What follows belongs to an exercise in optimizing a design on an open flow for small area; a production flow would make more cautious choices. The RTL was checked by simulation tests, not by an equivalence proof against the original design. Power is estimated from default activity; no workload was simulated.

wip/harbor:
## robot_arm_controller
module robot_arm_controller (
  input         CLOCK_50,
  input         RESET_N,
  input  [3:0]  KEY,
  output [35:0] GPIO_0
);
export LEC_CHECK = 0
export CAP_MARGIN = 20
export CORE_MARGIN = 2
export CORE_UTILIZATION = 40
export SLEW_MARGIN = 20
create_clock -name core_clock -period 10.0 [get_ports {CLOCK_50}]
run.sh (not shown) runs the stock make flow with config.mk's settings and CLKGATE_MAP_FILE= SYNTH_SCRIPT=/design/flow/synth_recipe.tcl, a recipe that flattens the netlist after the stock synthesis.
wip/harbor completed end to end with timing, DRC and antenna clean.
## Diff of input files: wip/garnet against wip/harbor
==> flow/flow/run.sh (new file) <==
#!/bin/bash
# Own layout flow: the standard flow (standard.sh) with
#  - synthesis by flow/mysynth.tcl (area-oriented abc, see there),
#  - port buffers of the smallest buffer cell,
#  - clock tree synthesis without dummy loads.
set -euo pipefail
W=$(pwd)
export MY_ABC_SCRIPT=$W/flow/area.abc
export BUFFER_PORTS_ARGS="-buffer_cell sky130_fd_sc_hd__buf_1"
export CTS_ARGS="-sink_clustering_enable -repair_clock_nets -dont_use_dummy_load"
bash standard.sh SYNTH_SCRIPT=$W/flow/mysynth.tcl finish > $W/standard_flow.log 2>&1
==> flow/flow/area.abc (new file) <==
strash
&get -n
&deepsyn -T 20
&put
dch -f
amap
strash
dch -f
amap
topo
==> flow/flow/mysynth.tcl (new file) <==
# The standard synthesis (synth_recipe.tcl) with two changes to the
# combinational mapping only: Yosys's extract_fa is skipped (no ha/fa cells)
# and abc runs flow/area.abc, an area-oriented script, in place of ORFS's.
# Registers, their names and cell types are as in the standard synthesis.
proc synth {args} { yosys synth -nofsm -noshare {*}$args }
proc abc {args} {
  set i [lsearch -exact $args -script]
  if {$i >= 0} { set args [lreplace $args $i [expr {$i + 1}] -script $::env(MY_ABC_SCRIPT)] }
  yosys abc {*}$args
}
proc extract_fa {args} {}
source $::env(SCRIPTS_DIR)/synth.tcl
# left out here: clear keep_hierarchy, flatten, clean up, hide names made inside functions, write 1_2_yosys.v
==> flow/standard.sh (new file) <==
#!/bin/bash
# synth_recipe.tcl (not shown) runs the flow's synth.tcl, then flattens the netlist and writes it again
# the make line also repeats each setting of config.mk as NAME=value (left out here)
make -C /OpenROAD-flow-scripts/flow DESIGN_CONFIG=/design/flow/config.mk WORK_HOME=/design/flow/orfs CLKGATE_MAP_FILE= SYNTH_SCRIPT=/design/flow/synth_recipe.tcl "${@:-finish}"
removed: flow/run.sh
==> summary.txt <==
- Having completed the whole flow, wip/garnet delivered a layout that passed the timing, DRC and antenna checks.
- Diff wip/harbor -> wip/garnet: share of power burned in the clock network saw a decrease, post-synthesis compound-gate area fraction went down.
- On smallest hold slack, wip/harbor loses to wip/garnet.
- Changes observed in wip/garnet relative to wip/harbor: time the final worst path needs with I/O delays and setup moved down; global-route usage over all layers lost 1.1 points; share of the yosys chip area belonging to registers has increased; routed wire length went down 24%.
Modified inputs, wip/sierra compared to wip/garnet
==> flow/run.sh (new file) <==
#!/bin/bash
# synth_recipe.tcl (not shown) runs the flow's synth.tcl, then flattens the netlist and writes it again
# the make line also repeats each setting of config.mk as NAME=value (left out here)
make -C /OpenROAD-flow-scripts/flow DESIGN_CONFIG=/design/flow/config.mk WORK_HOME=/design/flow/orfs CLKGATE_MAP_FILE= SYNTH_SCRIPT=/design/flow/synth_recipe.tcl finish
diff --git a/flow/config.mk b/flow/config.mk
--- a/flow/config.mk
+++ b/flow/config.mk
@@ -9,3 +9,5 @@
 export CORE_MARGIN = 2
 export CORE_UTILIZATION = 40
+export CTS_CLUSTER_DIAMETER = 100
+export CTS_CLUSTER_SIZE = 50
 export SLEW_MARGIN = 20
removed: flow/flow/run.sh
removed: flow/flow/area.abc
removed: flow/flow/mysynth.tcl
removed: flow/standard.sh
## What came out
Diff wip/garnet -> wip/sierra: count of clock-buffer cells in the layout rose 1, power rose 22%, via count rose 521. Taking wip/sierra over wip/garnet, the total routed wire length on the met1 layer ratio works out to 1.3. Summary of wip/sierra over wip/garnet: count of state elements after synthesis flat, average wire per cell in the routed design up 16%, part of the cycle the worst path needs up 4.1 points. Cell area | wip/sierra vs wip/garnet | wip/sierra larger.

---

Setup of main:
Another version of the RTL of robot_arm_controller (not shown whole).
Size: about 75 flip-flops, roughly 42 I/O pins, ~3000 um2 of cells after synthesis.
==> flow/config.mk <==
export PLATFORM = sky130hd
export DESIGN_NAME = robot_arm_controller
export DESIGN_NICKNAME = robot_arm_controller
export VERILOG_FILES = /design/flow/design.v
export SDC_FILE = /design/flow/constraint.sdc
export NUM_CORES = 4
export LEC_CHECK = 0
export CAP_MARGIN = 20
export CORE_MARGIN = 2
export CORE_UTILIZATION = 40
export SLEW_MARGIN = 20
==> flow/constraint.sdc <==
create_clock -name core_clock -period 10.0 [get_ports {CLOCK_50}]
set_input_delay 2.0000 -clock core_clock [delete_from_list [all_inputs] [get_ports {CLOCK_50}]]
set_output_delay 2.0000 -clock core_clock [all_outputs]
set_load 0.01 [all_outputs]
standard.sh (not shown) runs the stock make flow with config.mk's settings and CLKGATE_MAP_FILE= SYNTH_SCRIPT=/design/flow/synth_recipe.tcl, a recipe that flattens the netlist after the stock synthesis.
==> flow/flow/run.sh <==
#!/bin/bash
# Own layout flow: the standard flow (standard.sh) with
#  - synthesis by flow/mysynth.tcl: the standard synthesis script with an
#    area-oriented abc script (flow/area.abc) and without Yosys's extract_fa;
#    registers are those of the standard synthesis, which also runs here
#    (refsyn/) so that flow/regnames.py can give every register the
#    standard synthesis's instance name;
#  - port buffers of the smallest buffer cell (buf_1);
#  - clock tree synthesis without dummy loads;
#  - no splitting of the constant-0 driver (one tie cell for the 0 outputs).
set -euo pipefail
W=$(pwd)
R=orfs/results/sky130hd/robot_arm_controller/base
export MY_ABC_SCRIPT=$W/flow/area.abc
export BUFFER_PORTS_ARGS="-buffer_cell sky130_fd_sc_hd__buf_1"
export CTS_ARGS="-sink_clustering_enable -repair_clock_nets -dont_use_dummy_load -buf_list sky130_fd_sc_hd__clkbuf_16 -root_buf sky130_fd_sc_hd__clkbuf_16"
export SKIP_REPAIR_TIE_FANOUT=1
bash standard.sh WORK_HOME=$W/refsyn synth > $W/refsyn.log 2>&1
bash standard.sh SYNTH_SCRIPT=$W/flow/mysynth.tcl synth > $W/synth.log 2>&1
python3 flow/regnames.py refsyn/results/sky130hd/robot_arm_controller/base/1_2_yosys.v $R/1_2_yosys.v $W/renamed.v > $W/regnames.log 2>&1
mv $W/renamed.v $R/1_2_yosys.v
rm -f $R/1_synth.odb $R/1_synth.sdc
bash standard.sh SYNTH_SCRIPT=$W/flow/mysynth.tcl finish > $W/layout.log 2>&1
Other scripts of this flow, unchanged in this note and not shown: flow/flow/area.abc, flow/flow/mysynth.tcl, flow/flow/regnames.py
Here is what was changed in the inputs of the feature branch compared with main.
-- flow/flow/run.sh --
<<< main, line 15
export BUFFER_PORTS_ARGS="-buffer_cell sky130_fd_sc_hd__buf_1"
export CTS_ARGS="-sink_clustering_enable -repair_clock_nets -dont_use_dummy_load -buf_list sky130_fd_sc_hd__clkbuf_16 -root_buf sky130_fd_sc_hd__clkbuf_16"
export SKIP_REPAIR_TIE_FANOUT=1
>>> the feature branch, line 15
export BUFFER_PORTS_ARGS="-buffer_cell sky130_fd_sc_hd__buf_1"
export CTS_ARGS="-sink_clustering_enable -repair_clock_nets -dont_use_dummy_load"
export SKIP_REPAIR_TIE_FANOUT=1
--- outcome ---
- On detailed route wirelength on metal2: the feature branch sits below main.
- Utilization was higher in main than in the feature branch.
- From main to the feature branch, cell area after technology mapping did not move at all.
- Looking at internal power of the cells across the feature branch and main, the one that comes out lower is the feature branch.
- The flow did not stop early for the feature branch: all stages ran, and the layout cleared the timing, DRC and antenna checks.
- On the feature branch: sequential share of layout area is 1.8 points higher than what main gave.
- Between main and the feature branch, via count decreased.
- Wire length (higher): main
- The final reports for the feature branch and main show met1 layer wirelength in the final routing higher in the former.
- Compared with main, the feature branch shows length of routed met3 wiring that has gone up by a few percent.
- Sort the feature branch and main by combinational fraction of design power asc -> top: main

re-timing with driven ports:
The results above use ideal ports. As a check the final layouts listed here were re-extracted and re-timed, cells and wires unchanged.
Step 1: set_driving_cell puts a clkbuf_16 on CLOCK_50 and a buf_2 on each other input, an assumption about the parent block.
Step 2 also shifts input and output timing later by t, the mid clock arrival at the registers, as if the neighbouring blocks saw the same clock.
Slacks: no drivers / after step 1 / after step 2; pairs: no drivers / after step 1.
| run | shift t [ns] | setup slack, ns | worst register clock-pin slew, ns |
|---|---|---|---|
| wip/harbor | 0.381 | 5.696 / 5.666 / 6.047 | 0.08 / 0.08 |
| wip/garnet | 0.360 | 6.105 / 6.076 / 6.270 | 0.07 / 0.07 |
| wip/sierra | 0.381 | 5.696 / 5.666 / 6.047 | 0.08 / 0.08 |
| main | 0.350 | 6.035 / 6.003 / 6.334 | 0.06 / 0.06 |
| the feature branch | 0.358 | 6.005 / 5.977 / 6.335 | 0.08 / 0.08 |
After both steps every run listed still meets setup and hold.
